This is an optimization exercise on Yosys and OpenROAD, whose aim is small area, not a production implementation.
Only simulation tests tie the RTL to the original design; equivalence was not proved.
Power and IR drop assume default switching activity.

`flow/config.mk`:
```
export PLATFORM = sky130hd
export DESIGN_NAME = NEO
export DESIGN_NICKNAME = NEO
export VERILOG_FILES = /design/flow/design.v
export SDC_FILE = /design/flow/constraint.sdc
export NUM_CORES = 4
export LEC_CHECK = 0
export CAP_MARGIN = 20
export CORE_MARGIN = 2
export CORE_UTILIZATION = 40
export SLEW_MARGIN = 20
export SYNTH_HIERARCHICAL = 1
```
`flow/constraint.sdc`:
```
create_clock -name core_clock -period 9.0 [get_ports {clk}]
set_input_delay 1.8000 -clock core_clock [delete_from_list [all_inputs] [get_ports {clk}]]
set_output_delay 1.8000 -clock core_clock [all_outputs]
set_load 0.01 [all_outputs]
```
`flow/flow/run.sh`:
```
#!/bin/bash
# Own layout flow: the standard ORFS flow, with the port buffers made
# with the smallest buffer cell instead of the default choice.
set -euo pipefail
export BUFFER_PORTS_ARGS="-buffer_cell sky130_fd_sc_hd__buf_1"
bash standard.sh synth > synth.log 2>&1
bash standard.sh finish > layout.log 2>&1
```
`flow/standard.sh`:
```
#!/bin/bash
# synth_recipe.tcl (not shown) runs the flow's synth.tcl, then flattens the netlist and writes it again
# the make line also repeats each setting of config.mk as NAME=value (left out here)
make -C /OpenROAD-flow-scripts/flow DESIGN_CONFIG=/design/flow/config.mk WORK_HOME=/design/flow/orfs CLKGATE_MAP_FILE= SYNTH_SCRIPT=/design/flow/synth_recipe.tcl "${@:-finish}"
```
`flow/design.v`:
```
module NEO (Enable, Load, clk, rst, Full, Data_out, Data_in, write_en);
  input Enable, Load, clk, Full, rst;
  input signed [15:0] Data_in;
  output signed [31:0] Data_out;
  output write_en;
  reg state;
  wire start = state & ~Full;
  assign write_en = start & Load;
  always @(posedge clk or posedge rst)
    if (rst) state <= 1'b0;
    else if (state) state <= ~Full;
    else state <= Enable;
  reg signed [15:0] PP, Prev, Current, Ahead;
  wire [31:0] psi;
  always @(posedge clk)
    if (rst) begin
      PP <= 0; Prev <= 0; Current <= 0; Ahead <= 0;
    end else if (start) begin
      PP <= Prev; Prev <= Current; Current <= Ahead; Ahead <= Data_in;
    end
  assign Data_out = psi;
  wire n0 = Current[0] ^ 1'b0;
  wire n1 = (Current[1] & ~Current[0] & ~1'b0) | (~Current[1] & Current[0] & 1'b0);
  wire n2 = ~Current[1] & (Current[0] | 1'b0);
  wire n3 = Current[2] ^ Current[1];
  wire n4 = (Current[3] & ~Current[2] & ~Current[1]) | (~Current[3] & Current[2] & Current[1]);
  wire n5 = ~Current[3] & (Current[2] | Current[1]);
  wire n6 = Current[4] ^ Current[3];
  wire n7 = (Current[5] & ~Current[4] & ~Current[3]) | (~Current[5] & Current[4] & Current[3]);
  wire n8 = ~Current[5] & (Current[4] | Current[3]);
  wire n9 = Current[6] ^ Current[5];
  wire n10 = (Current[7] & ~Current[6] & ~Current[5]) | (~Current[7] & Current[6] & Current[5]);
  wire n11 = ~Current[7] & (Current[6] | Current[5]);
  wire n12 = Current[8] ^ Current[7];
  wire n13 = (Current[9] & ~Current[8] & ~Current[7]) | (~Current[9] & Current[8] & Current[7]);
  wire n14 = ~Current[9] & (Current[8] | Current[7]);
  wire n15 = Current[10] ^ Current[9];
  wire n16 = (Current[11] & ~Current[10] & ~Current[9]) | (~Current[11] & Current[10] & Current[9]);
  wire n17 = ~Current[11] & (Current[10] | Current[9]);
  wire n18 = Current[12] ^ Current[11];
  wire n19 = (Current[13] & ~Current[12] & ~Current[11]) | (~Current[13] & Current[12] & Current[11]);
  wire n20 = ~Current[13] & (Current[12] | Current[11]);
  wire n21 = Current[14] ^ Current[13];
  wire n22 = (Current[15] & ~Current[14] & ~Current[13]) | (~Current[15] & Current[14] & Current[13]);
  wire n23 = ~Current[15] & (Current[14] | Current[13]);
  wire n24, n25;
  FA un24 (.a(Prev[6]), .b((Prev[0] & Prev[11])), .c((Prev[1] & Prev[10])), .s(n24), .co(n25));
  wire n26 = (Prev[0] & Prev[12]) ^ (Prev[1] & Prev[11]);
  wire n27 = (Prev[0] & Prev[12]) & (Prev[1] & Prev[11]);
  wire n28, n29;
  FA un28 (.a(Prev[7]), .b((Prev[0] & Prev[13])), .c((Prev[1] & Prev[12])), .s(n28), .co(n29));
  wire n30, n31;
  FA un30 (.a((Prev[2] & Prev[11])), .b((Prev[3] & Prev[10])), .c((Prev[4] & Prev[9])), .s(n30), .co(n31));
  wire n32 = (Prev[5] & Prev[8]) ^ (Prev[6] & Prev[7]);
  wire n33 = (Prev[5] & Prev[8]) & (Prev[6] & Prev[7]);
  wire n34, n35;
  FA un34 (.a((Prev[0] & Prev[14])), .b((Prev[1] & Prev[13])), .c((Prev[2] & Prev[12])), .s(n34), .co(n35));
  wire n36, n37;
  FA un36 (.a((Prev[3] & Prev[11])), .b((Prev[4] & Prev[10])), .c((Prev[5] & Prev[9])), .s(n36), .co(n37));
  wire n38 = (Prev[6] & Prev[8]) ^ (((n0 & PP[15]) | (n1 & PP[14])) ^ n2);
  wire n39 = (Prev[6] & Prev[8]) & (((n0 & PP[15]) | (n1 & PP[14])) ^ n2);
  wire n40, n41;
  FA un40 (.a(Prev[8]), .b(~(Prev[0] & Prev[15])), .c((Prev[1] & Prev[14])), .s(n40), .co(n41));
  wire n42, n43;
  FA un42 (.a((Prev[2] & Prev[13])), .b((Prev[3] & Prev[12])), .c((Prev[4] & Prev[11])), .s(n42), .co(n43));
  wire n44, n45;
  FA un44 (.a((Prev[5] & Prev[10])), .b((Prev[6] & Prev[9])), .c((Prev[7] & Prev[8])), .s(n44), .co(n45));
  wire n46 = ~(((n0 & PP[15]) | (n1 & PP[15])) ^ n2) ^ (((n3 & PP[14]) | (n4 & PP[13])) ^ n5);
  wire n47 = ~(((n0 & PP[15]) | (n1 & PP[15])) ^ n2) & (((n3 & PP[14]) | (n4 & PP[13])) ^ n5);
  wire n48, n49;
  FA un48 (.a(~(Prev[1] & Prev[15])), .b((Prev[2] & Prev[14])), .c((Prev[3] & Prev[13])), .s(n48), .co(n49));
  wire n50, n51;
  FA un50 (.a((Prev[4] & Prev[12])), .b((Prev[5] & Prev[11])), .c((Prev[6] & Prev[10])), .s(n50), .co(n51));
  wire n52 = (Prev[7] & Prev[9]) ^ (((n3 & PP[15]) | (n4 & PP[14])) ^ n5);
  wire n53 = (Prev[7] & Prev[9]) & (((n3 & PP[15]) | (n4 & PP[14])) ^ n5);
  wire n54, n55;
  FA un54 (.a(Prev[9]), .b(1'b1), .c(~(Prev[2] & Prev[15])), .s(n54), .co(n55));
  wire n56, n57;
  FA un56 (.a((Prev[3] & Prev[14])), .b((Prev[4] & Prev[13])), .c((Prev[5] & Prev[12])), .s(n56), .co(n57));
  wire n58, n59;
  FA un58 (.a((Prev[6] & Prev[11])), .b((Prev[7] & Prev[10])), .c((Prev[8] & Prev[9])), .s(n58), .co(n59));
  wire n60, n61;
  FA un60 (.a(1'b1), .b(~(Prev[3] & Prev[15])), .c((Prev[4] & Prev[14])), .s(n60), .co(n61));
  wire n62 = (Prev[5] & Prev[13]) ^ (Prev[6] & Prev[12]);
  wire n63 = (Prev[5] & Prev[13]) & (Prev[6] & Prev[12]);
  wire n64, n65;
  FA un64 (.a(Prev[10]), .b(~(Prev[4] & Prev[15])), .c((Prev[5] & Prev[14])), .s(n64), .co(n65));
  wire n66, n67;
  FA un66 (.a(Prev[4]), .b((Prev[0] & Prev[7])), .c((Prev[1] & Prev[6])), .s(n66), .co(n67));
  wire n68 = (Prev[0] & Prev[8]) ^ (Prev[1] & Prev[7]);
  wire n69 = (Prev[0] & Prev[8]) & (Prev[1] & Prev[7]);
  wire n70, n71;
  FA un70 (.a(Prev[5]), .b((Prev[0] & Prev[9])), .c((Prev[1] & Prev[8])), .s(n70), .co(n71));
  wire n72, n73;
  FA un72 (.a((Prev[2] & Prev[7])), .b((Prev[3] & Prev[6])), .c((Prev[4] & Prev[5])), .s(n72), .co(n73));
  wire n74 = n17 ^ (((n0 & PP[10]) | (n1 & PP[9])) ^ n2);
  wire n75 = n17 & (((n0 & PP[10]) | (n1 & PP[9])) ^ n2);
  wire n76, n77;
  FA un76 (.a((Prev[0] & Prev[10])), .b((Prev[1] & Prev[9])), .c((Prev[2] & Prev[8])), .s(n76), .co(n77));
  wire n78, n79;
  FA un78 (.a((Prev[3] & Prev[7])), .b((Prev[4] & Prev[6])), .c((((n0 & PP[11]) | (n1 & PP[10])) ^ n2)), .s(n78), .co(n79));
  wire n80 = (((n3 & PP[9]) | (n4 & PP[8])) ^ n5) ^ (((n6 & PP[7]) | (n7 & PP[6])) ^ n8);
  wire n81 = (((n3 & PP[9]) | (n4 & PP[8])) ^ n5) & (((n6 & PP[7]) | (n7 & PP[6])) ^ n8);
  wire n82, n83;
  FA un82 (.a((Prev[2] & Prev[9])), .b((Prev[3] & Prev[8])), .c((Prev[4] & Prev[7])), .s(n82), .co(n83));
  wire n84, n85;
  FA un84 (.a((Prev[5] & Prev[6])), .b(n20), .c((((n0 & PP[12]) | (n1 & PP[11])) ^ n2)), .s(n84), .co(n85));
  wire n86, n87;
  FA un86 (.a((((n3 & PP[10]) | (n4 & PP[9])) ^ n5)), .b((((n6 & PP[8]) | (n7 & PP[7])) ^ n8)), .c((((n9 & PP[6]) | (n10 & PP[5])) ^ n11)), .s(n86), .co(n87));
  wire n88 = (((n12 & PP[4]) | (n13 & PP[3])) ^ n14) ^ (((n15 & PP[2]) | (n16 & PP[1])) ^ n17);
  wire n89 = (((n12 & PP[4]) | (n13 & PP[3])) ^ n14) & (((n15 & PP[2]) | (n16 & PP[1])) ^ n17);
  wire n90, n91;
  FA un90 (.a((Prev[2] & Prev[10])), .b((Prev[3] & Prev[9])), .c((Prev[4] & Prev[8])), .s(n90), .co(n91));
  wire n92, n93;
  FA un92 (.a((Prev[5] & Prev[7])), .b(n26), .c((((n0 & PP[13]) | (n1 & PP[12])) ^ n2)), .s(n92), .co(n93));
  wire n94, n95;
  FA un94 (.a((((n3 & PP[11]) | (n4 & PP[10])) ^ n5)), .b((((n6 & PP[9]) | (n7 & PP[8])) ^ n8)), .c((((n9 & PP[7]) | (n10 & PP[6])) ^ n11)), .s(n94), .co(n95));
  wire n96, n97;
  FA un96 (.a((((n12 & PP[5]) | (n13 & PP[4])) ^ n14)), .b((((n15 & PP[3]) | (n16 & PP[2])) ^ n17)), .c((((n18 & PP[1]) | (n19 & PP[0])) ^ n20)), .s(n96), .co(n97));
  wire n98, n99;
  FA un98 (.a(n23), .b(n27), .c(n32), .s(n98), .co(n99));
  wire n100, n101;
  FA un100 (.a((((n0 & PP[14]) | (n1 & PP[13])) ^ n2)), .b((((n3 & PP[12]) | (n4 & PP[11])) ^ n5)), .c((((n6 & PP[10]) | (n7 & PP[9])) ^ n8)), .s(n100), .co(n101));
  wire n102, n103;
  FA un102 (.a((((n9 & PP[8]) | (n10 & PP[7])) ^ n11)), .b((((n12 & PP[6]) | (n13 & PP[5])) ^ n14)), .c((((n15 & PP[4]) | (n16 & PP[3])) ^ n17)), .s(n102), .co(n103));
  wire n104, n105;
  FA un104 (.a((((n18 & PP[2]) | (n19 & PP[1])) ^ n20)), .b((((n21 & PP[0]) | (n22 & 1'b0)) ^ n23)), .c(n28), .s(n104), .co(n105));
  wire n106, n107;
  FA un106 (.a(n33), .b((((n3 & PP[13]) | (n4 & PP[12])) ^ n5)), .c((((n6 & PP[11]) | (n7 & PP[10])) ^ n8)), .s(n106), .co(n107));
  wire n108, n109;
  FA un108 (.a((((n9 & PP[9]) | (n10 & PP[8])) ^ n11)), .b((((n12 & PP[7]) | (n13 & PP[6])) ^ n14)), .c((((n15 & PP[5]) | (n16 & PP[4])) ^ n17)), .s(n108), .co(n109));
  wire n110, n111;
  FA un110 (.a((((n18 & PP[3]) | (n19 & PP[2])) ^ n20)), .b((((n21 & PP[1]) | (n22 & PP[0])) ^ n23)), .c(n29), .s(n110), .co(n111));
  wire n112, n113;
  FA un112 (.a(n31), .b(n34), .c(n36), .s(n112), .co(n113));
  wire n114, n115;
  FA un114 (.a((((n6 & PP[12]) | (n7 & PP[11])) ^ n8)), .b((((n9 & PP[10]) | (n10 & PP[9])) ^ n11)), .c((((n12 & PP[8]) | (n13 & PP[7])) ^ n14)), .s(n114), .co(n115));
  wire n116, n117;
  FA un116 (.a((((n15 & PP[6]) | (n16 & PP[5])) ^ n17)), .b((((n18 & PP[4]) | (n19 & PP[3])) ^ n20)), .c((((n21 & PP[2]) | (n22 & PP[1])) ^ n23)), .s(n116), .co(n117));
  wire n118, n119;
  FA un118 (.a(n35), .b(n37), .c(n40), .s(n118), .co(n119));
  wire n120, n121;
  FA un120 (.a(n42), .b(n44), .c(n39), .s(n120), .co(n121));
  wire n122, n123;
  FA un122 (.a((((n6 & PP[13]) | (n7 & PP[12])) ^ n8)), .b((((n9 & PP[11]) | (n10 & PP[10])) ^ n11)), .c((((n12 & PP[9]) | (n13 & PP[8])) ^ n14)), .s(n122), .co(n123));
  wire n124, n125;
  FA un124 (.a((((n15 & PP[7]) | (n16 & PP[6])) ^ n17)), .b((((n18 & PP[5]) | (n19 & PP[4])) ^ n20)), .c((((n21 & PP[3]) | (n22 & PP[2])) ^ n23)), .s(n124), .co(n125));
  wire n126, n127;
  FA un126 (.a(n41), .b(n43), .c(n45), .s(n126), .co(n127));
  wire n128, n129;
  FA un128 (.a(n48), .b(n50), .c(n47), .s(n128), .co(n129));
  wire n130, n131;
  FA un130 (.a(~(((n3 & PP[15]) | (n4 & PP[15])) ^ n5)), .b((((n6 & PP[14]) | (n7 & PP[13])) ^ n8)), .c((((n9 & PP[12]) | (n10 & PP[11])) ^ n11)), .s(n130), .co(n131));
  wire n132, n133;
  FA un132 (.a((((n12 & PP[10]) | (n13 & PP[9])) ^ n14)), .b((((n15 & PP[8]) | (n16 & PP[7])) ^ n17)), .c((((n18 & PP[6]) | (n19 & PP[5])) ^ n20)), .s(n132), .co(n133));
  wire n134, n135;
  FA un134 (.a((((n21 & PP[4]) | (n22 & PP[3])) ^ n23)), .b(n49), .c(n51), .s(n134), .co(n135));
  wire n136, n137;
  FA un136 (.a(n54), .b(n56), .c(n58), .s(n136), .co(n137));
  wire n138, n139;
  FA un138 (.a((Prev[7] & Prev[11])), .b((Prev[8] & Prev[10])), .c(n62), .s(n138), .co(n139));
  wire n140, n141;
  FA un140 (.a((((n6 & PP[15]) | (n7 & PP[14])) ^ n8)), .b((((n9 & PP[13]) | (n10 & PP[12])) ^ n11)), .c((((n12 & PP[11]) | (n13 & PP[10])) ^ n14)), .s(n140), .co(n141));
  wire n142, n143;
  FA un142 (.a((((n15 & PP[9]) | (n16 & PP[8])) ^ n17)), .b((((n18 & PP[7]) | (n19 & PP[6])) ^ n20)), .c((((n21 & PP[5]) | (n22 & PP[4])) ^ n23)), .s(n142), .co(n143));
  wire n144, n145;
  FA un144 (.a(n55), .b(n57), .c(n59), .s(n144), .co(n145));
  wire n146, n147;
  FA un146 (.a((Prev[6] & Prev[13])), .b((Prev[7] & Prev[12])), .c((Prev[8] & Prev[11])), .s(n146), .co(n147));
  wire n148, n149;
  FA un148 (.a((Prev[9] & Prev[10])), .b(n63), .c(~(((n6 & PP[15]) | (n7 & PP[15])) ^ n8)), .s(n148), .co(n149));
  wire n150, n151;
  FA un150 (.a((((n9 & PP[14]) | (n10 & PP[13])) ^ n11)), .b((((n12 & PP[12]) | (n13 & PP[11])) ^ n14)), .c((((n15 & PP[10]) | (n16 & PP[9])) ^ n17)), .s(n150), .co(n151));
  wire n152, n153;
  FA un152 (.a((((n18 & PP[8]) | (n19 & PP[7])) ^ n20)), .b((((n21 & PP[6]) | (n22 & PP[5])) ^ n23)), .c(n61), .s(n152), .co(n153));
  wire n154, n155;
  FA un154 (.a(1'b1), .b(~(Prev[5] & Prev[15])), .c((Prev[6] & Prev[14])), .s(n154), .co(n155));
  wire n156, n157;
  FA un156 (.a((Prev[7] & Prev[13])), .b((Prev[8] & Prev[12])), .c((Prev[9] & Prev[11])), .s(n156), .co(n157));
  wire n158, n159;
  FA un158 (.a((((n9 & PP[15]) | (n10 & PP[14])) ^ n11)), .b((((n12 & PP[13]) | (n13 & PP[12])) ^ n14)), .c((((n15 & PP[11]) | (n16 & PP[10])) ^ n17)), .s(n158), .co(n159));
  wire n160 = (((n18 & PP[9]) | (n19 & PP[8])) ^ n20) ^ (((n21 & PP[7]) | (n22 & PP[6])) ^ n23);
  wire n161 = (((n18 & PP[9]) | (n19 & PP[8])) ^ n20) & (((n21 & PP[7]) | (n22 & PP[6])) ^ n23);
  wire n162, n163;
  FA un162 (.a(Prev[11]), .b(~(Prev[6] & Prev[15])), .c((Prev[7] & Prev[14])), .s(n162), .co(n163));
  wire n164, n165;
  FA un164 (.a((Prev[8] & Prev[13])), .b((Prev[9] & Prev[12])), .c((Prev[10] & Prev[11])), .s(n164), .co(n165));
  wire n166, n167;
  FA un166 (.a(~(((n9 & PP[15]) | (n10 & PP[15])) ^ n11)), .b((((n12 & PP[14]) | (n13 & PP[13])) ^ n14)), .c((((n15 & PP[12]) | (n16 & PP[11])) ^ n17)), .s(n166), .co(n167));
  wire n168, n169;
  FA un168 (.a(1'b1), .b(~(Prev[7] & Prev[15])), .c((Prev[8] & Prev[14])), .s(n168), .co(n169));
  wire n170 = (Prev[9] & Prev[13]) ^ (Prev[10] & Prev[12]);
  wire n171 = (Prev[9] & Prev[13]) & (Prev[10] & Prev[12]);
  wire n172, n173;
  FA un172 (.a(Prev[12]), .b(~(Prev[8] & Prev[15])), .c((Prev[9] & Prev[14])), .s(n172), .co(n173));
  wire n174 = Prev[2] ^ (Prev[0] & Prev[3]);
  wire n175 = Prev[2] & (Prev[0] & Prev[3]);
  wire n176, n177;
  FA un176 (.a(Prev[3]), .b((Prev[0] & Prev[5])), .c((Prev[1] & Prev[4])), .s(n176), .co(n177));
  wire n178 = (Prev[2] & Prev[3]) ^ n11;
  wire n179 = (Prev[2] & Prev[3]) & n11;
  wire n180, n181;
  FA un180 (.a((Prev[0] & Prev[6])), .b((Prev[1] & Prev[5])), .c((Prev[2] & Prev[4])), .s(n180), .co(n181));
  wire n182 = (((n0 & PP[7]) | (n1 & PP[6])) ^ n2) ^ (((n3 & PP[5]) | (n4 & PP[4])) ^ n5);
  wire n183 = (((n0 & PP[7]) | (n1 & PP[6])) ^ n2) & (((n3 & PP[5]) | (n4 & PP[4])) ^ n5);
  wire n184, n185;
  FA un184 (.a((Prev[2] & Prev[5])), .b((Prev[3] & Prev[4])), .c(n14), .s(n184), .co(n185));
  wire n186, n187;
  FA un186 (.a((((n0 & PP[8]) | (n1 & PP[7])) ^ n2)), .b((((n3 & PP[6]) | (n4 & PP[5])) ^ n5)), .c((((n6 & PP[4]) | (n7 & PP[3])) ^ n8)), .s(n186), .co(n187));
  wire n188 = (((n9 & PP[2]) | (n10 & PP[1])) ^ n11) ^ (((n12 & PP[0]) | (n13 & 1'b0)) ^ n14);
  wire n189 = (((n9 & PP[2]) | (n10 & PP[1])) ^ n11) & (((n12 & PP[0]) | (n13 & 1'b0)) ^ n14);
  wire n190, n191;
  FA un190 (.a((Prev[2] & Prev[6])), .b((Prev[3] & Prev[5])), .c(n68), .s(n190), .co(n191));
  wire n192, n193;
  FA un192 (.a((((n0 & PP[9]) | (n1 & PP[8])) ^ n2)), .b((((n3 & PP[7]) | (n4 & PP[6])) ^ n5)), .c((((n6 & PP[5]) | (n7 & PP[4])) ^ n8)), .s(n192), .co(n193));
  wire n194, n195;
  FA un194 (.a((((n9 & PP[3]) | (n10 & PP[2])) ^ n11)), .b((((n12 & PP[1]) | (n13 & PP[0])) ^ n14)), .c(n67), .s(n194), .co(n195));
  wire n196, n197;
  FA un196 (.a(n69), .b((((n3 & PP[8]) | (n4 & PP[7])) ^ n5)), .c((((n6 & PP[6]) | (n7 & PP[5])) ^ n8)), .s(n196), .co(n197));
  wire n198, n199;
  FA un198 (.a((((n9 & PP[4]) | (n10 & PP[3])) ^ n11)), .b((((n12 & PP[2]) | (n13 & PP[1])) ^ n14)), .c((((n15 & PP[0]) | (n16 & 1'b0)) ^ n17)), .s(n198), .co(n199));
  wire n200, n201;
  FA un200 (.a(n70), .b(n72), .c(n74), .s(n200), .co(n201));
  wire n202, n203;
  FA un202 (.a((((n9 & PP[5]) | (n10 & PP[4])) ^ n11)), .b((((n12 & PP[3]) | (n13 & PP[2])) ^ n14)), .c((((n15 & PP[1]) | (n16 & PP[0])) ^ n17)), .s(n202), .co(n203));
  wire n204, n205;
  FA un204 (.a(n71), .b(n73), .c(n76), .s(n204), .co(n205));
  wire n206, n207;
  FA un206 (.a(n75), .b(n80), .c(n78), .s(n206), .co(n207));
  wire n208, n209;
  FA un208 (.a((((n18 & PP[0]) | (n19 & 1'b0)) ^ n20)), .b(n77), .c(n24), .s(n208), .co(n209));
  wire n210, n211;
  FA un210 (.a(n82), .b(n81), .c(n88), .s(n210), .co(n211));
  wire n212, n213;
  FA un212 (.a(n79), .b(n84), .c(n86), .s(n212), .co(n213));
  wire n214, n215;
  FA un214 (.a(n25), .b(n83), .c(n90), .s(n214), .co(n215));
  wire n216, n217;
  FA un216 (.a(n89), .b(n85), .c(n87), .s(n216), .co(n217));
  wire n218, n219;
  FA un218 (.a(n92), .b(n94), .c(n96), .s(n218), .co(n219));
  wire n220, n221;
  FA un220 (.a(n91), .b(n30), .c(n98), .s(n220), .co(n221));
  wire n222, n223;
  FA un222 (.a(n93), .b(n95), .c(n97), .s(n222), .co(n223));
  wire n224, n225;
  FA un224 (.a(n100), .b(n102), .c(n104), .s(n224), .co(n225));
  wire n226, n227;
  FA un226 (.a(n38), .b(n99), .c(n101), .s(n226), .co(n227));
  wire n228, n229;
  FA un228 (.a(n103), .b(n106), .c(n108), .s(n228), .co(n229));
  wire n230, n231;
  FA un230 (.a(n110), .b(n105), .c(n112), .s(n230), .co(n231));
  wire n232, n233;
  FA un232 (.a(n46), .b(n107), .c(n109), .s(n232), .co(n233));
  wire n234, n235;
  FA un234 (.a(n111), .b(n114), .c(n116), .s(n234), .co(n235));
  wire n236, n237;
  FA un236 (.a(n113), .b(n118), .c(n120), .s(n236), .co(n237));
  wire n238, n239;
  FA un238 (.a(n52), .b(n115), .c(n117), .s(n238), .co(n239));
  wire n240, n241;
  FA un240 (.a(n122), .b(n124), .c(n126), .s(n240), .co(n241));
  wire n242, n243;
  FA un242 (.a(n119), .b(n121), .c(n128), .s(n242), .co(n243));
  wire n244, n245;
  FA un244 (.a(n53), .b(n123), .c(n125), .s(n244), .co(n245));
  wire n246, n247;
  FA un246 (.a(n127), .b(n130), .c(n132), .s(n246), .co(n247));
  wire n248, n249;
  FA un248 (.a(n134), .b(n136), .c(n129), .s(n248), .co(n249));
  wire n250, n251;
  FA un250 (.a(n60), .b(n138), .c(n131), .s(n250), .co(n251));
  wire n252, n253;
  FA un252 (.a(n133), .b(n135), .c(n140), .s(n252), .co(n253));
  wire n254, n255;
  FA un254 (.a(n142), .b(n144), .c(n137), .s(n254), .co(n255));
  wire n256, n257;
  FA un256 (.a(n64), .b(n146), .c(n139), .s(n256), .co(n257));
  wire n258, n259;
  FA un258 (.a(n141), .b(n143), .c(n145), .s(n258), .co(n259));
  wire n260, n261;
  FA un260 (.a(n148), .b(n150), .c(n152), .s(n260), .co(n261));
  wire n262, n263;
  FA un262 (.a(n65), .b(n147), .c(n154), .s(n262), .co(n263));
  wire n264, n265;
  FA un264 (.a(n156), .b(n160), .c(n149), .s(n264), .co(n265));
  wire n266, n267;
  FA un266 (.a(n151), .b(n153), .c(n158), .s(n266), .co(n267));
  wire n268, n269;
  FA un268 (.a((((n18 & PP[10]) | (n19 & PP[9])) ^ n20)), .b((((n21 & PP[8]) | (n22 & PP[7])) ^ n23)), .c(n155), .s(n268), .co(n269));
  wire n270, n271;
  FA un270 (.a(n157), .b(n162), .c(n164), .s(n270), .co(n271));
  wire n272, n273;
  FA un272 (.a(n161), .b(n159), .c(n166), .s(n272), .co(n273));
  wire n274, n275;
  FA un274 (.a(n170), .b((((n12 & PP[15]) | (n13 & PP[14])) ^ n14)), .c((((n15 & PP[13]) | (n16 & PP[12])) ^ n17)), .s(n274), .co(n275));
  wire n276, n277;
  FA un276 (.a((((n18 & PP[11]) | (n19 & PP[10])) ^ n20)), .b((((n21 & PP[9]) | (n22 & PP[8])) ^ n23)), .c(n163), .s(n276), .co(n277));
  wire n278, n279;
  FA un278 (.a(n165), .b(n168), .c(n167), .s(n278), .co(n279));
  wire n280, n281;
  FA un280 (.a((Prev[10] & Prev[13])), .b((Prev[11] & Prev[12])), .c(n171), .s(n280), .co(n281));
  wire n282, n283;
  FA un282 (.a(~(((n12 & PP[15]) | (n13 & PP[15])) ^ n14)), .b((((n15 & PP[14]) | (n16 & PP[13])) ^ n17)), .c((((n18 & PP[12]) | (n19 & PP[11])) ^ n20)), .s(n282), .co(n283));
  wire n284, n285;
  FA un284 (.a((((n21 & PP[10]) | (n22 & PP[9])) ^ n23)), .b(n169), .c(n172), .s(n284), .co(n285));
  wire n286, n287;
  FA un286 (.a(1'b1), .b(~(Prev[9] & Prev[15])), .c((Prev[10] & Prev[14])), .s(n286), .co(n287));
  wire n288, n289;
  FA un288 (.a((Prev[11] & Prev[13])), .b((((n15 & PP[15]) | (n16 & PP[14])) ^ n17)), .c((((n18 & PP[13]) | (n19 & PP[12])) ^ n20)), .s(n288), .co(n289));
  wire n290 = (((n21 & PP[11]) | (n22 & PP[10])) ^ n23) ^ n173;
  wire n291 = (((n21 & PP[11]) | (n22 & PP[10])) ^ n23) & n173;
  wire n292, n293;
  FA un292 (.a(Prev[13]), .b(~(Prev[10] & Prev[15])), .c((Prev[11] & Prev[14])), .s(n292), .co(n293));
  wire n294, n295;
  FA un294 (.a((Prev[12] & Prev[13])), .b(~(((n15 & PP[15]) | (n16 & PP[15])) ^ n17)), .c((((n18 & PP[14]) | (n19 & PP[13])) ^ n20)), .s(n294), .co(n295));
  wire n296 = 1'b1 ^ ~(Prev[11] & Prev[15]);
  wire n297 = 1'b1 & ~(Prev[11] & Prev[15]);
  wire n298 = Prev[1] ^ (Prev[0] & Prev[1]);
  wire n299 = Prev[1] & (Prev[0] & Prev[1]);
  wire n300, n301;
  FA un300 (.a((Prev[1] & Prev[2])), .b(n8), .c(n174), .s(n300), .co(n301));
  wire n302, n303;
  FA un302 (.a((Prev[0] & Prev[4])), .b((Prev[1] & Prev[3])), .c(n175), .s(n302), .co(n303));
  wire n304 = (((n0 & PP[5]) | (n1 & PP[4])) ^ n2) ^ (((n3 & PP[3]) | (n4 & PP[2])) ^ n5);
  wire n305 = (((n0 & PP[5]) | (n1 & PP[4])) ^ n2) & (((n3 & PP[3]) | (n4 & PP[2])) ^ n5);
  wire n306, n307;
  FA un306 (.a(n178), .b((((n0 & PP[6]) | (n1 & PP[5])) ^ n2)), .c((((n3 & PP[4]) | (n4 & PP[3])) ^ n5)), .s(n306), .co(n307));
  wire n308, n309;
  FA un308 (.a((((n6 & PP[2]) | (n7 & PP[1])) ^ n8)), .b((((n9 & PP[0]) | (n10 & 1'b0)) ^ n11)), .c(n176), .s(n308), .co(n309));
  wire n310, n311;
  FA un310 (.a(n179), .b((((n6 & PP[3]) | (n7 & PP[2])) ^ n8)), .c((((n9 & PP[1]) | (n10 & PP[0])) ^ n11)), .s(n310), .co(n311));
  wire n312, n313;
  FA un312 (.a(n177), .b(n180), .c(n182), .s(n312), .co(n313));
  wire n314, n315;
  FA un314 (.a(n181), .b(n66), .c(n184), .s(n314), .co(n315));
  wire n316, n317;
  FA un316 (.a(n183), .b(n188), .c(n186), .s(n316), .co(n317));
  wire n318, n319;
  FA un318 (.a(n185), .b(n189), .c(n190), .s(n318), .co(n319));
  wire n320, n321;
  FA un320 (.a(n187), .b(n192), .c(n194), .s(n320), .co(n321));
  wire n322, n323;
  FA un322 (.a(n191), .b(n193), .c(n195), .s(n322), .co(n323));
  wire n324, n325;
  FA un324 (.a(n196), .b(n198), .c(n200), .s(n324), .co(n325));
  wire n326, n327;
  FA un326 (.a(n197), .b(n199), .c(n202), .s(n326), .co(n327));
  wire n328, n329;
  FA un328 (.a(n204), .b(n201), .c(n206), .s(n328), .co(n329));
  wire n330, n331;
  FA un330 (.a(n203), .b(n205), .c(n208), .s(n330), .co(n331));
  wire n332, n333;
  FA un332 (.a(n210), .b(n207), .c(n212), .s(n332), .co(n333));
  wire n334, n335;
  FA un334 (.a(n209), .b(n214), .c(n211), .s(n334), .co(n335));
  wire n336, n337;
  FA un336 (.a(n213), .b(n216), .c(n218), .s(n336), .co(n337));
  wire n338, n339;
  FA un338 (.a(n215), .b(n220), .c(n217), .s(n338), .co(n339));
  wire n340, n341;
  FA un340 (.a(n219), .b(n222), .c(n224), .s(n340), .co(n341));
  wire n342, n343;
  FA un342 (.a(n221), .b(n223), .c(n226), .s(n342), .co(n343));
  wire n344, n345;
  FA un344 (.a(n228), .b(n225), .c(n230), .s(n344), .co(n345));
  wire n346, n347;
  FA un346 (.a(n227), .b(n229), .c(n232), .s(n346), .co(n347));
  wire n348, n349;
  FA un348 (.a(n234), .b(n231), .c(n236), .s(n348), .co(n349));
  wire n350, n351;
  FA un350 (.a(n233), .b(n235), .c(n238), .s(n350), .co(n351));
  wire n352, n353;
  FA un352 (.a(n240), .b(n237), .c(n242), .s(n352), .co(n353));
  wire n354, n355;
  FA un354 (.a(n239), .b(n241), .c(n244), .s(n354), .co(n355));
  wire n356, n357;
  FA un356 (.a(n246), .b(n248), .c(n243), .s(n356), .co(n357));
  wire n358, n359;
  FA un358 (.a(n245), .b(n247), .c(n250), .s(n358), .co(n359));
  wire n360, n361;
  FA un360 (.a(n252), .b(n254), .c(n249), .s(n360), .co(n361));
  wire n362, n363;
  FA un362 (.a(n256), .b(n251), .c(n253), .s(n362), .co(n363));
  wire n364, n365;
  FA un364 (.a(n255), .b(n258), .c(n260), .s(n364), .co(n365));
  wire n366, n367;
  FA un366 (.a(n262), .b(n257), .c(n259), .s(n366), .co(n367));
  wire n368, n369;
  FA un368 (.a(n261), .b(n264), .c(n266), .s(n368), .co(n369));
  wire n370, n371;
  FA un370 (.a(n268), .b(n263), .c(n270), .s(n370), .co(n371));
  wire n372, n373;
  FA un372 (.a(n265), .b(n267), .c(n272), .s(n372), .co(n373));
  wire n374, n375;
  FA un374 (.a(n269), .b(n274), .c(n276), .s(n374), .co(n375));
  wire n376, n377;
  FA un376 (.a(n271), .b(n273), .c(n278), .s(n376), .co(n377));
  wire n378, n379;
  FA un378 (.a(n280), .b(n275), .c(n277), .s(n378), .co(n379));
  wire n380, n381;
  FA un380 (.a(n282), .b(n284), .c(n279), .s(n380), .co(n381));
  wire n382, n383;
  FA un382 (.a(n286), .b(n281), .c(n290), .s(n382), .co(n383));
  wire n384, n385;
  FA un384 (.a(n283), .b(n288), .c(n285), .s(n384), .co(n385));
  wire n386, n387;
  FA un386 (.a((((n21 & PP[12]) | (n22 & PP[11])) ^ n23)), .b(n287), .c(n292), .s(n386), .co(n387));
  wire n388, n389;
  FA un388 (.a(n291), .b(n289), .c(n294), .s(n388), .co(n389));
  wire n390, n391;
  FA un390 (.a((Prev[12] & Prev[14])), .b(n296), .c((((n18 & PP[15]) | (n19 & PP[14])) ^ n20)), .s(n390), .co(n391));
  wire n392, n393;
  FA un392 (.a((((n21 & PP[13]) | (n22 & PP[12])) ^ n23)), .b(n293), .c(n295), .s(n392), .co(n393));
  wire n394, n395;
  FA un394 (.a(Prev[14]), .b(~(Prev[12] & Prev[15])), .c((Prev[13] & Prev[14])), .s(n394), .co(n395));
  wire n396, n397;
  FA un396 (.a(n297), .b(~(((n18 & PP[15]) | (n19 & PP[15])) ^ n20)), .c((((n21 & PP[14]) | (n22 & PP[13])) ^ n23)), .s(n396), .co(n397));
  wire n398 = 1'b1 ^ ~(Prev[13] & Prev[15]);
  wire n399 = 1'b1 & ~(Prev[13] & Prev[15]);
  wire n400 = n5 ^ n298;
  wire n401 = n5 & n298;
  wire n402, n403;
  FA un402 (.a((Prev[0] & Prev[2])), .b(n299), .c((((n0 & PP[3]) | (n1 & PP[2])) ^ n2)), .s(n402), .co(n403));
  wire n404, n405;
  FA un404 (.a((((n0 & PP[4]) | (n1 & PP[3])) ^ n2)), .b((((n3 & PP[2]) | (n4 & PP[1])) ^ n5)), .c((((n6 & PP[0]) | (n7 & 1'b0)) ^ n8)), .s(n404), .co(n405));
  wire n406, n407;
  FA un406 (.a((((n6 & PP[1]) | (n7 & PP[0])) ^ n8)), .b(n302), .c(n304), .s(n406), .co(n407));
  wire n408, n409;
  FA un408 (.a(n305), .b(n303), .c(n306), .s(n408), .co(n409));
  wire n410, n411;
  FA un410 (.a(n307), .b(n310), .c(n309), .s(n410), .co(n411));
  wire n412, n413;
  FA un412 (.a(n311), .b(n314), .c(n313), .s(n412), .co(n413));
  wire n414, n415;
  FA un414 (.a(n315), .b(n318), .c(n317), .s(n414), .co(n415));
  wire n416, n417;
  FA un416 (.a(n319), .b(n321), .c(n322), .s(n416), .co(n417));
  wire n418, n419;
  FA un418 (.a(n323), .b(n326), .c(n325), .s(n418), .co(n419));
  wire n420, n421;
  FA un420 (.a(n327), .b(n330), .c(n329), .s(n420), .co(n421));
  wire n422, n423;
  FA un422 (.a(n331), .b(n334), .c(n333), .s(n422), .co(n423));
  wire n424, n425;
  FA un424 (.a(n335), .b(n338), .c(n337), .s(n424), .co(n425));
  wire n426, n427;
  FA un426 (.a(n339), .b(n342), .c(n341), .s(n426), .co(n427));
  wire n428, n429;
  FA un428 (.a(n343), .b(n346), .c(n345), .s(n428), .co(n429));
  wire n430, n431;
  FA un430 (.a(n347), .b(n350), .c(n349), .s(n430), .co(n431));
  wire n432, n433;
  FA un432 (.a(n351), .b(n354), .c(n353), .s(n432), .co(n433));
  wire n434, n435;
  FA un434 (.a(n355), .b(n358), .c(n360), .s(n434), .co(n435));
  wire n436, n437;
  FA un436 (.a(n359), .b(n362), .c(n364), .s(n436), .co(n437));
  wire n438, n439;
  FA un438 (.a(n363), .b(n366), .c(n365), .s(n438), .co(n439));
  wire n440, n441;
  FA un440 (.a(n370), .b(n367), .c(n369), .s(n440), .co(n441));
  wire n442, n443;
  FA un442 (.a(n374), .b(n371), .c(n376), .s(n442), .co(n443));
  wire n444, n445;
  FA un444 (.a(n375), .b(n378), .c(n380), .s(n444), .co(n445));
  wire n446, n447;
  FA un446 (.a(n382), .b(n379), .c(n384), .s(n446), .co(n447));
  wire n448, n449;
  FA un448 (.a(n386), .b(n383), .c(n385), .s(n448), .co(n449));
  wire n450, n451;
  FA un450 (.a(n390), .b(n387), .c(n389), .s(n450), .co(n451));
  wire n452, n453;
  FA un452 (.a(n394), .b(n391), .c(n396), .s(n452), .co(n453));
  wire n454, n455;
  FA un454 (.a(n398), .b((((n21 & PP[15]) | (n22 & PP[14])) ^ n23)), .c(n395), .s(n454), .co(n455));
  wire n456, n457;
  FA un456 (.a(Prev[15]), .b(~(Prev[14] & Prev[15])), .c(n399), .s(n456), .co(n457));
  wire n458 = Prev[0] ^ n2;
  wire n459 = Prev[0] & n2;
  wire n460 = (((n0 & PP[2]) | (n1 & PP[1])) ^ n2) ^ (((n3 & PP[0]) | (n4 & 1'b0)) ^ n5);
  wire n461 = (((n0 & PP[2]) | (n1 & PP[1])) ^ n2) & (((n3 & PP[0]) | (n4 & 1'b0)) ^ n5);
  wire n462, n463;
  FA un462 (.a((((n3 & PP[1]) | (n4 & PP[0])) ^ n5)), .b(n401), .c(n402), .s(n462), .co(n463));
  wire n464, n465;
  FA un464 (.a(n300), .b(n403), .c(n404), .s(n464), .co(n465));
  wire n466, n467;
  FA un466 (.a(n301), .b(n405), .c(n406), .s(n466), .co(n467));
  wire n468, n469;
  FA un468 (.a(n308), .b(n407), .c(n408), .s(n468), .co(n469));
  wire n470, n471;
  FA un470 (.a(n312), .b(n409), .c(n410), .s(n470), .co(n471));
  wire n472, n473;
  FA un472 (.a(n411), .b(n316), .c(n412), .s(n472), .co(n473));
  wire n474, n475;
  FA un474 (.a(n320), .b(n413), .c(n414), .s(n474), .co(n475));
  wire n476, n477;
  FA un476 (.a(n324), .b(n415), .c(n416), .s(n476), .co(n477));
  wire n478, n479;
  FA un478 (.a(n417), .b(n328), .c(n418), .s(n478), .co(n479));
  wire n480, n481;
  FA un480 (.a(n332), .b(n419), .c(n420), .s(n480), .co(n481));
  wire n482, n483;
  FA un482 (.a(n336), .b(n421), .c(n422), .s(n482), .co(n483));
  wire n484, n485;
  FA un484 (.a(n340), .b(n423), .c(n424), .s(n484), .co(n485));
  wire n486, n487;
  FA un486 (.a(n344), .b(n425), .c(n426), .s(n486), .co(n487));
  wire n488, n489;
  FA un488 (.a(n348), .b(n427), .c(n428), .s(n488), .co(n489));
  wire n490, n491;
  FA un490 (.a(n352), .b(n429), .c(n430), .s(n490), .co(n491));
  wire n492, n493;
  FA un492 (.a(n356), .b(n431), .c(n432), .s(n492), .co(n493));
  wire n494, n495;
  FA un494 (.a(n357), .b(n433), .c(n434), .s(n494), .co(n495));
  wire n496, n497;
  FA un496 (.a(n361), .b(n436), .c(n435), .s(n496), .co(n497));
  wire n498, n499;
  FA un498 (.a(n368), .b(n437), .c(n438), .s(n498), .co(n499));
  wire n500, n501;
  FA un500 (.a(n372), .b(n439), .c(n440), .s(n500), .co(n501));
  wire n502, n503;
  FA un502 (.a(n373), .b(n441), .c(n442), .s(n502), .co(n503));
  wire n504, n505;
  FA un504 (.a(n377), .b(n444), .c(n443), .s(n504), .co(n505));
  wire n506, n507;
  FA un506 (.a(n381), .b(n446), .c(n445), .s(n506), .co(n507));
  wire n508, n509;
  FA un508 (.a(n388), .b(n448), .c(n447), .s(n508), .co(n509));
  wire n510, n511;
  FA un510 (.a(n392), .b(n449), .c(n450), .s(n510), .co(n511));
  wire n512, n513;
  FA un512 (.a(n393), .b(n452), .c(n451), .s(n512), .co(n513));
  wire n514, n515;
  FA un514 (.a(n397), .b(n454), .c(n453), .s(n514), .co(n515));
  wire n516, n517;
  FA un516 (.a(~(((n21 & PP[15]) | (n22 & PP[15])) ^ n23)), .b(n456), .c(n455), .s(n516), .co(n517));
  wire [31:0] fa0 = {n457, n516, n514, n512, n510, n508, n506, n504, n502, n500, n498, n496, n494, n492, n490, n488, n486, n484, n482, n480, n478, n476, n474, n472, n470, n468, n466, n464, n462, n400, (((n0 & PP[1]) | (n1 & PP[0])) ^ n2), (((n0 & PP[0]) | (n1 & 1'b0)) ^ n2)};
  wire [31:0] fa1 = {n517, n515, n513, n511, n509, n507, n505, n503, n501, n499, n497, n495, n493, n491, n489, n487, n485, n483, n481, n479, n477, n475, n473, n471, n469, n467, n465, n463, n461, n460, n459, n458};
  wire [31:0] g0 = fa0 & fa1;
  wire [31:0] p0 = fa0 ^ fa1;
  wire n518 = g0[1] | (p0[1] & g0[0]);
  wire n519 = p0[1] & p0[0];
  wire n520 = g0[3] | (p0[3] & g0[2]);
  wire n521 = p0[3] & p0[2];
  wire n522 = g0[5] | (p0[5] & g0[4]);
  wire n523 = p0[5] & p0[4];
  wire n524 = g0[7] | (p0[7] & g0[6]);
  wire n525 = p0[7] & p0[6];
  wire n526 = g0[9] | (p0[9] & g0[8]);
  wire n527 = p0[9] & p0[8];
  wire n528 = g0[11] | (p0[11] & g0[10]);
  wire n529 = p0[11] & p0[10];
  wire n530 = g0[13] | (p0[13] & g0[12]);
  wire n531 = p0[13] & p0[12];
  wire n532 = g0[15] | (p0[15] & g0[14]);
  wire n533 = p0[15] & p0[14];
  wire n534 = g0[17] | (p0[17] & g0[16]);
  wire n535 = p0[17] & p0[16];
  wire n536 = g0[19] | (p0[19] & g0[18]);
  wire n537 = p0[19] & p0[18];
  wire n538 = g0[21] | (p0[21] & g0[20]);
  wire n539 = p0[21] & p0[20];
  wire n540 = g0[23] | (p0[23] & g0[22]);
  wire n541 = p0[23] & p0[22];
  wire n542 = g0[25] | (p0[25] & g0[24]);
  wire n543 = p0[25] & p0[24];
  wire n544 = g0[27] | (p0[27] & g0[26]);
  wire n545 = p0[27] & p0[26];
  wire n546 = g0[29] | (p0[29] & g0[28]);
  wire n547 = p0[29] & p0[28];
  wire n548 = g0[31] | (p0[31] & g0[30]);
  wire n549 = p0[31] & p0[30];
  wire n550 = n520 | (n521 & n518);
  wire n551 = n521 & n519;
  wire n552 = n524 | (n525 & n522);
  wire n553 = n525 & n523;
  wire n554 = n528 | (n529 & n526);
  wire n555 = n529 & n527;
  wire n556 = n532 | (n533 & n530);
  wire n557 = n533 & n531;
  wire n558 = n536 | (n537 & n534);
  wire n559 = n537 & n535;
  wire n560 = n540 | (n541 & n538);
  wire n561 = n541 & n539;
  wire n562 = n544 | (n545 & n542);
  wire n563 = n545 & n543;
  wire n564 = n548 | (n549 & n546);
  wire n565 = n549 & n547;
  wire n566 = n552 | (n553 & n550);
  wire n567 = n553 & n551;
  wire n568 = n556 | (n557 & n554);
  wire n569 = n557 & n555;
  wire n570 = n560 | (n561 & n558);
  wire n571 = n561 & n559;
  wire n572 = n564 | (n565 & n562);
  wire n573 = n565 & n563;
  wire n574 = n568 | (n569 & n566);
  wire n575 = n569 & n567;
  wire n576 = n572 | (n573 & n570);
  wire n577 = n573 & n571;
  wire n578 = n576 | (n577 & n574);
  wire n579 = n577 & n575;
  wire n580 = n570 | (n571 & n574);
  wire n581 = n571 & n575;
  wire n582 = n554 | (n555 & n566);
  wire n583 = n555 & n567;
  wire n584 = n558 | (n559 & n574);
  wire n585 = n559 & n575;
  wire n586 = n562 | (n563 & n580);
  wire n587 = n563 & n581;
  wire n588 = n522 | (n523 & n550);
  wire n589 = n523 & n551;
  wire n590 = n526 | (n527 & n566);
  wire n591 = n527 & n567;
  wire n592 = n530 | (n531 & n582);
  wire n593 = n531 & n583;
  wire n594 = n534 | (n535 & n574);
  wire n595 = n535 & n575;
  wire n596 = n538 | (n539 & n584);
  wire n597 = n539 & n585;
  wire n598 = n542 | (n543 & n580);
  wire n599 = n543 & n581;
  wire n600 = n546 | (n547 & n586);
  wire n601 = n547 & n587;
  wire n602 = g0[2] | (p0[2] & n518);
  wire n603 = p0[2] & n519;
  wire n604 = g0[4] | (p0[4] & n550);
  wire n605 = p0[4] & n551;
  wire n606 = g0[6] | (p0[6] & n588);
  wire n607 = p0[6] & n589;
  wire n608 = g0[8] | (p0[8] & n566);
  wire n609 = p0[8] & n567;
  wire n610 = g0[10] | (p0[10] & n590);
  wire n611 = p0[10] & n591;
  wire n612 = g0[12] | (p0[12] & n582);
  wire n613 = p0[12] & n583;
  wire n614 = g0[14] | (p0[14] & n592);
  wire n615 = p0[14] & n593;
  wire n616 = g0[16] | (p0[16] & n574);
  wire n617 = p0[16] & n575;
  wire n618 = g0[18] | (p0[18] & n594);
  wire n619 = p0[18] & n595;
  wire n620 = g0[20] | (p0[20] & n584);
  wire n621 = p0[20] & n585;
  wire n622 = g0[22] | (p0[22] & n596);
  wire n623 = p0[22] & n597;
  wire n624 = g0[24] | (p0[24] & n580);
  wire n625 = p0[24] & n581;
  wire n626 = g0[26] | (p0[26] & n598);
  wire n627 = p0[26] & n599;
  wire n628 = g0[28] | (p0[28] & n586);
  wire n629 = p0[28] & n587;
  wire n630 = g0[30] | (p0[30] & n600);
  wire n631 = p0[30] & n601;
  wire n632 = p0[1] ^ g0[0];
  wire n633 = p0[2] ^ n518;
  wire n634 = p0[3] ^ n602;
  wire n635 = p0[4] ^ n550;
  wire n636 = p0[5] ^ n604;
  wire n637 = p0[6] ^ n588;
  wire n638 = p0[7] ^ n606;
  wire n639 = p0[8] ^ n566;
  wire n640 = p0[9] ^ n608;
  wire n641 = p0[10] ^ n590;
  wire n642 = p0[11] ^ n610;
  wire n643 = p0[12] ^ n582;
  wire n644 = p0[13] ^ n612;
  wire n645 = p0[14] ^ n592;
  wire n646 = p0[15] ^ n614;
  wire n647 = p0[16] ^ n574;
  wire n648 = p0[17] ^ n616;
  wire n649 = p0[18] ^ n594;
  wire n650 = p0[19] ^ n618;
  wire n651 = p0[20] ^ n584;
  wire n652 = p0[21] ^ n620;
  wire n653 = p0[22] ^ n596;
  wire n654 = p0[23] ^ n622;
  wire n655 = p0[24] ^ n580;
  wire n656 = p0[25] ^ n624;
  wire n657 = p0[26] ^ n598;
  wire n658 = p0[27] ^ n626;
  wire n659 = p0[28] ^ n586;
  wire n660 = p0[29] ^ n628;
  wire n661 = p0[30] ^ n600;
  wire n662 = p0[31] ^ n630;
  wire [31:0] fsum = {n662, n661, n660, n659, n658, n657, n656, n655, n654, n653, n652, n651, n650, n649, n648, n647, n646, n645, n644, n643, n642, n641, n640, n639, n638, n637, n636, n635, n634, n633, n632, p0[0]};
  assign psi = fsum;
endmodule
module FA (a, b, c, s, co);
  input a, b, c;
  output s, co;
  assign s = a ^ b ^ c;
  assign co = (a & b) | (a & c) | (b & c);
endmodule
```
==> flow_summary_export.csv, run 1 <==
group,metric,value,unit
timing,worst_slew_pin_slew,0.868,ns
timing,setup_tns,0,ns
timing,period_share,96.1,%
global_routing,grt_max_degree,66,
power,powerDensity,109,mW/mm^2
synthesis,ys_types,43,
power,p_comb_share,54.8,%
floorplan,num_io_pins,54,
timing,hold_ws,0.448,ns
timing,finalCriticalPeriod,8.65,ns
global_routing,grt_pass1_wl,50100,microns
power,leakage,5.26,nW
floorplan,fp.dieW,178,microns
cts,cts_buffers,9,
worst_hold_path,min_from,"Ahead[14]",
power,p_sw,592,uW
worst_setup_path,crit_type,"reg -> out",
floorplan,die_area,0.0316,sq mm
cts,cts.clk_slew.worst_paths,0.05,ns
layout,final_cell_mix,"239 x fa_1, 167 x nand2_1, 136 x xnor2_1",
route,first_pass_iters,5,
route,vias,8678,
route,vias_per_cell,5.40,
placement,port_buffers,53,
route,drt_iter0_drc,773,
route,wl_per_cell,19.1,microns
worst_setup_path,reg2reg_to,"Ahead[1]",
power,seqPwrFrac,21.9,%
timing,timing.fmax,0.116,GHz
synthesis,synth.cell_area,0.0121,sq mm
floorplan,coreArea,0.0296,sq mm
timing,setup_violations,0,
synthesis,synth-async-reset-ratio,1.54,%
timing,finalClockSkew,0.0106,ns
placement,place_area,0.0124,sq mm
cts,htreeDepth,3,
cts,cts-hold-fix-buffers,0,
route,drc,0,
worst_hold_path,whs_path_depth,2,
worst_setup_path,r2r_setup_slack,7.53,ns
worst_hold_path,hold_path_end,"Current[14]",
timing,relSlewSlack,42.1,%
cts,clk_latency,0.33,ns
synthesis,syn_area_per_cell,9.73,sq um
global_routing,grt.overflow.total,0,
global_routing,grt_use_total,20.4,%
power,ir_drop,0.119,mV
cts,clock_path_buffers,2,
worst_setup_path,cp-end-kind,"output pin",
synthesis,synth_edf_count,0,
worst_setup_path,required,7.20,ns
layout,nNetsFinal,1528,
worst_setup_path,path_max_fanout,17,
layout,areaGrowthSynthToFinish,5.49,%
route,final_antenna_net_count,0,
layout,final_common_cell,"fa_1",
timing,finalHoldViolations,0,
power,switching_share,42.8,%
layout,drive_gt1_share,6.82,%
cts,cts_tree,"done",
timing,finalMaxSlewViolations,0,
power,intPower,791,uW
layout,antenna_cells,0,
run,drv_cap,0,
worst_setup_path,arrival,6.85,ns
synthesis,synth_cells,1240,
floorplan,die_height,178,microns
placement,gp_congestion,0.920,
worst_setup_path,r2r_cells,4,
global_routing,antenna_found_initial,0,
floorplan,start_util,40.7,%
worst_setup_path,r2r_start,"state",
route,routed_wl,30600,microns
cts,cts_sinks,65,
floorplan,rows,63,
worst_hold_path,hold_path.class,"reg -> reg",
layout,stdcell_area,0.0127,sq mm
status,status,"no timing/DRC/antenna violations",
global_routing,grt_pass1_vias,9202,
cts,cts_setup_buffers,0,
placement,dp_hpwl,23800,microns
synthesis,yosysSeqAreaShare,10.8,%
synthesis,yosysWarningCount,7,
timing,grt_setup_unrepaired,"false",
layout,fill_cells,2938,
synthesis,synth_ff_type,"dfxtp_1",
worst_setup_path,start_kind,"register",
cts,cts_root_buf,"clkbuf_16",
power,clockPowerShare,23.3,%
synthesis,ys_ff_latch,65,
[critical path, stage by stage (launching register included)]
cell      delay (ns)
dfxtp_1         0.43
inv_1           0.09
ha_1            0.72
a22oi_1         0.21
xnor2_1         0.19
fa_1            0.63
fa_1            0.46
fa_1            0.52
fa_1            0.44
fa_1            0.41
ha_1            0.36
a21oi_1         0.22
o21ai_0         0.16
or3_1           0.37
a21o_1          0.24
a21boi_2        0.20
o21ai_1         0.12
fa_1            0.38
xnor2_1         0.18
buf_1           0.17
[Yosys stat by module (local to each module, per instance)]
module / flops+latches / cells inside
NEO: 65 / 1017
FA: 0 / 1
[cells by family (layout without fill, tap and decap cells)]
family,Yosys count,after routing,share of synthesized area [%]
AND/OR/NAND/NOR,304,304,12.1
multiplexers,1,1,0.0830
other,1,5,0.0311
flip-flops,65,65,10.8
XOR/XNOR,152,152,11.0
adder cells (fa/ha/maj),295,295,45.5
AO/OA/AOI/OAI,241,241,13.5
buffers and inverters,181,154,6.97
[cells in the mapped netlist, types with 4 or more instances]
| library cell | instances | area, sq um |
|---|---|---|
| clkbuf_1 | 69 | 259 |
| nand2_1 | 167 | 627 |
| o21ai_0 | 10 | 50.1 |
| and2_1 | 107 | 669 |
| a22oi_1 | 105 | 788 |
| buf_2 | 15 | 75.1 |
| buf_4 | 38 | 285 |
| a22o_1 | 15 | 131 |
| fa_1 | 239 | 4780 |
| o21ai_1 | 10 | 50.1 |
| a21oi_1 | 77 | 385 |
| a21o_1 | 7 | 52.6 |
| xnor2_1 | 136 | 1190 |
| buf_1 | 20 | 75.1 |
| ha_1 | 56 | 701 |
| nand3_1 | 8 | 40.0 |
| xor2_1 | 16 | 140 |
| inv_1 | 39 | 146 |
| nor2_2 | 7 | 43.8 |
| nor2_1 | 4 | 15.0 |
| dfxtp_1 | 64 | 1280 |
[sequential cells by signal (all words and copies together), names as in the netlist]
name / flops
Prev: 16
Current: 16
state: 1
Ahead: 16
PP: 16
[power by group through the flow]
stage                     logic (mW)  clock network [mW]  registers [mW]
after floorplan                0.697                   0           0.305
after global placement         0.763                   0           0.308
after detailed placement       0.771                   0           0.308
after CTS                      0.774               0.329           0.302
after global routing           0.871               0.342           0.303
final                          0.757               0.323           0.302
[cell type report]
class	instances	area [sq um]	area share, %
well taps	390	488	3.83
multi-input cells	998	9960	78.2
inverters	39	146	1.15
clock buffers	11	243	1.91
repair buffers	99	546	4.29
flip-flops and latches	65	1310	10.3
clock inverters	5	40.0	0.315
[how the worst max path moves through the flow]
stage	end	slack, ns	startpoint	depth (start not counted)
floorplan	Data_out[27]	1.28	Current[9]	22
global placement	Data_out[31]	0.63	Current[9]	19
detailed placement	Data_out[31]	0.61	Current[9]	19
CTS	Data_out[31]	0.22	Current[9]	19
global route	Data_out[31]	0.04	Current[11]	19
finish	Data_out[31]	0.35	Current[5]	19
[routing by layer]
| layer | share of wire, % | routed length (microns) | GRT usage [%] | up-vias |
|---|---|---|---|---|
| met2 | 48 | 14600 | 32.9 | 296 |
| met3 | 5.4 | 1660 | 2.25 | 41 |
| met5 | 0 | 0 | 0 | - |
| li1 | - | - | - | 3951 |
| met4 | 2.7 | 839 | 6.52 | 0 |
| met1 | 44 | 13600 | 28.9 | 4390 |
[per-stage QoR]
stage	std cells	setup slack, ns	power [mW]	util, %
after floorplan	1244	1.28	1.00	-
after global placement	1591	0.631	1.07	41.9
after detailed placement	1591	0.606	1.08	41.9
after CTS	1607	0.223	1.41	42.9
after global routing	1607	0.0365	1.52	42.9
final	1607	0.352	1.38	42.9
[timing repair]
action                                 4_1_cts  5_1_grt
endpoints found under the hold margin        0        0
setup endpoints to repair                    0        3
gates resized for setup                      0        5
==> run 2, diff against run 1 <==
--- a/flow/flow/run.sh
+++ b/flow/flow/run.sh
@@ -3,5 +3,7 @@
 # with the smallest buffer cell instead of the default choice.
 set -euo pipefail
 export BUFFER_PORTS_ARGS="-buffer_cell sky130_fd_sc_hd__buf_1"
+export REMOVE_ABC_BUFFERS=1
+export GPL_TIMING_DRIVEN=0
 bash standard.sh synth > synth.log 2>&1
 bash standard.sh finish > layout.log 2>&1
==> flow_summary_export.csv, run 2 <==
group,metric,value,unit
status,status,"no timing/DRC/antenna violations",
power,leakage,5.15,nW
route,wl_per_cell,18.3,microns
timing,setup_violations,0,
cts,htreeDepth,3,
power,ir_drop,0.107,mV
timing,grt_setup_unrepaired,"false",
layout,nNetsFinal,1496,
worst_hold_path,hold_path_end,"Current[1]",
layout,fin_cells,1575,
worst_setup_path,r2r_cells,4,
layout,antenna_cells,0,
synthesis,synth_top_area_cell,"fa_1",
timing,finalCriticalPeriod,8.72,ns
floorplan,die_height,178,microns
global_routing,grt_pass1_wl,47000,microns
placement,dp_hpwl,21100,microns
global_routing,grt_pass1_vias,8666,
power,powerDensity,113,mW/mm^2
cts,cts_sinks,65,
timing,hold_ws,0.445,ns
route,routed_wl,28900,microns
route,vias,8617,
synthesis,synth.most_common_cell,"fa_1",
placement,gp_congestion,0.851,
cts,cts_buffers,9,
worst_setup_path,r2r_setup_slack,7.36,ns
worst_setup_path,cp-end-kind,"output pin",
route,drt_iter0_drc,619,
run,drv_cap,0,
synthesis,synth_top_area_share,39.7,%
cts,cts_root_buf,"clkbuf_16",
placement,port_buffers,53,
timing,finalHoldViolations,0,
worst_setup_path,required,7.20,ns
global_routing,grt_max_degree,66,
worst_setup_path,r2r_start,"state",
timing,timing.fmax,0.115,GHz
floorplan,coreArea,0.0296,sq mm
layout,areaGrowthSynthToFinish,5.30,%
synthesis,synth_edf_count,0,
synthesis,synth-async-reset-ratio,1.54,%
cts,clock_path_buffers,2,
synthesis,ys_types,43,
timing,finalClockSkew,0.00920,ns
worst_hold_path,hold_path.class,"reg -> reg",
worst_hold_path,min_from,"Ahead[1]",
route,vias_per_cell,5.47,
floorplan,start_util,40.7,%
worst_setup_path,cp.buffers_inverters,2,
worst_setup_path,path_max_fanout,18,
global_routing,grt_use_total,18.9,%
synthesis,synth_cells,1240,
layout,final_common_cell,"fa_1",
placement,placedCellCount,1547,
layout,stdcell_area,0.0127,sq mm
placement,place_area,0.0122,sq mm
worst_setup_path,crit_chain,"inv_1 -> ha_2 -> nor2_4 -> xnor2_1 -> fa_1 -> fa_1 -> fa_1 -> fa_1 -> fa_1 -> ha_1 -> a21oi_1 -> o21ai_0 -> or3_1 -> a21o_1 -> a21boi_2 -> o21ai_1 -> fa_1 -> xnor2_1 -> buf_1",
floorplan,rows,63,
synthesis,ys_top_cells_by_count,"239 x fa_1, 167 x nand2_1, 136 x xnor2_1, 107 x and2_1, 105 x a22oi_1",
timing,finalMaxSlewViolations,0,
cts,clk_latency,0.33,ns
route,first_pass_iters,8,
cts,cts.clk_slew.worst_paths,0.06,ns
global_routing,grt.overflow.total,0,
floorplan,fp.dieW,178,microns
worst_setup_path,crit_type,"reg -> out",
synthesis,synthTopCellsByArea,"fa_1 40%, dfxtp_1 11%, xnor2_1 9.9%",
worst_setup_path,start_kind,"register",
synthesis,synth.cell_area,0.0121,sq mm
worst_setup_path,arrival,6.92,ns
worst_setup_path,reg2reg_to,"PP[13]",
route,drc,0,
timing,worst_slew_pin_slew,0.944,ns
synthesis,synth_ff_type,"dfxtp_1",
timing,period_share,96.9,%
power,totalPowerFinal,1.44,mW
layout,final_cell_mix,"239 x fa_1, 167 x nand2_1, 136 x xnor2_1",
floorplan,num_io_pins,54,
worst_setup_path,path_common_cell,"fa_1",
global_routing,antenna_found_initial,0,
worst_setup_path,path_delay_family,"adder cells",
worst_setup_path,critPathMaxStageDelay,0.59,ns
synthesis,yosysWarningCount,7,
cts,cts_tree,"done",
worst_setup_path,crit_path_top_delay_cell,"nor2_4",
worst_hold_path,whs_path_depth,2,
timing,relSlewSlack,37.0,%
route,final_antenna_net_count,0,
synthesis,ys_ff_latch,65,
synthesis,yosysSeqAreaShare,10.8,%
floorplan,die_area,0.0316,sq mm
synthesis,syn_area_per_cell,9.73,sq um
layout,drive_gt1_share,5.40,%
[run 2: kinds of logic (layout without fill, tap and decap cells)]
| kind of cell | Yosys count | after routing | share of synthesized area [%] |
|---|---|---|---|
| muxes | 1 | 1 | 0.0830 |
| buffers and inverters | 181 | 122 | 6.97 |
| adders and majority gates | 295 | 295 | 45.5 |
| AOI/OAI and AO/OA | 241 | 241 | 13.5 |
| other | 1 | 5 | 0.0311 |
| and+or+nand+nor | 304 | 304 | 12.1 |
| xor gates and xnor gates | 152 | 152 | 11.0 |
| DFF | 65 | 65 | 10.8 |
[run 2: per-module statistics from Yosys, one instance, submodules excluded]
module | cell area, sq um | cells inside | times used | flops+latches
NEO | 7600 | 1017 | 1 | 65
FA | 20.0 | 1 | 223 | 0
[run 2: final cells by class]
cell class | count | area (sq um)
fillers | 2980 | 16900
multi-input cells | 998 | 10100
flip-flops and latches | 65 | 1310
well taps | 390 | 488
repair buffers | 67 | 355
clock buffers | 10 | 239
inverters | 39 | 146
clock inverters | 6 | 91.3
[run 2: worst max-delay path by stage]
stage	start	end	slack, ns	cells after the start
after floorplan	Current[1]	Data_out[31]	0.80	18
after global placement	Current[1]	Data_out[31]	-0.27	19
after detailed placement	Current[1]	Data_out[31]	-0.27	19
after CTS	Current[7]	Data_out[31]	0.01	19
after global routing	Current[9]	Data_out[31]	0.002	19
final	Current[7]	Data_out[31]	0.28	19
[run 2: repair_timing]
action	in CTS	in global routing
hold buffers	0	0
pin swaps	0	2
buffers inserted	0	12
gates resized for setup	3	14
endpoints found under the setup margin	12	6
[run 2: metrics by stage]
| stage | util, % | setup slack [ns] | TNS, ns |
|---|---|---|---|
| after floorplan | - | 0.802 | 0 |
| after global placement | 40.7 | -0.275 | -1.22 |
| after detailed placement | 41.1 | -0.267 | -1.19 |
| after CTS | 42.2 | 0.0117 | 0 |
| after global routing | 42.9 | 0.00237 | 0 |
| final | 42.9 | 0.278 | 0 |
[run 2: worst register-to-register path, stage by stage, from the launching register on]
cell,delay [ns]
dfrtp_1,0.40
nor2b_4,0.65
buf_12,0.28
nand2_1,0.09
a21oi_1,0.15
[run 2: power by group]
| part | switching, mW | internal (mW) |
|---|---|---|
| Clock | 0.129 | 0.250 |
| Combinational | 0.449 | 0.303 |
| Sequential | 0.00996 | 0.295 |
[run 2: per-layer routing]
| layer | track usage [%] | wire [microns] | up-vias |
|---|---|---|---|
| met2 | 31.4 | 14500 | 255 |
| met5 | 0 | 0 | - |
| met1 | 26.6 | 12300 | 4438 |
| met3 | 1.59 | 1340 | 41 |
| li1 | - | - | 3883 |
| met4 | 4.82 | 743 | 0 |

==> what the ideal ports hide <==
No port has a modelled driver above. Below, the same layouts with a new extraction and two added sets of constraints. Step 1: set_driving_cell puts a clkbuf_16 on clk and a buf_2 on each other input, an assumption about the parent block. Step 2, shift: input delay + t, output delay - t, t = (earliest + latest rising clock arrival at the registers) / 2. This alone moves slack from input paths to output paths. Slacks: ideal / step 1 / step 2; pairs: ideal / step 1.
run	shift t [ns]	setup slack, ns	clock arrival spread, ns	slew at the worst register clock pin (ns)
run 1	0.354	0.352 / 0.322 / 0.676	0.010 / 0.011	0.06 / 0.06
run 2	0.352	0.278 / 0.246 / 0.598	0.012 / 0.012	0.06 / 0.06
After both steps setup and hold are still met in every run listed.
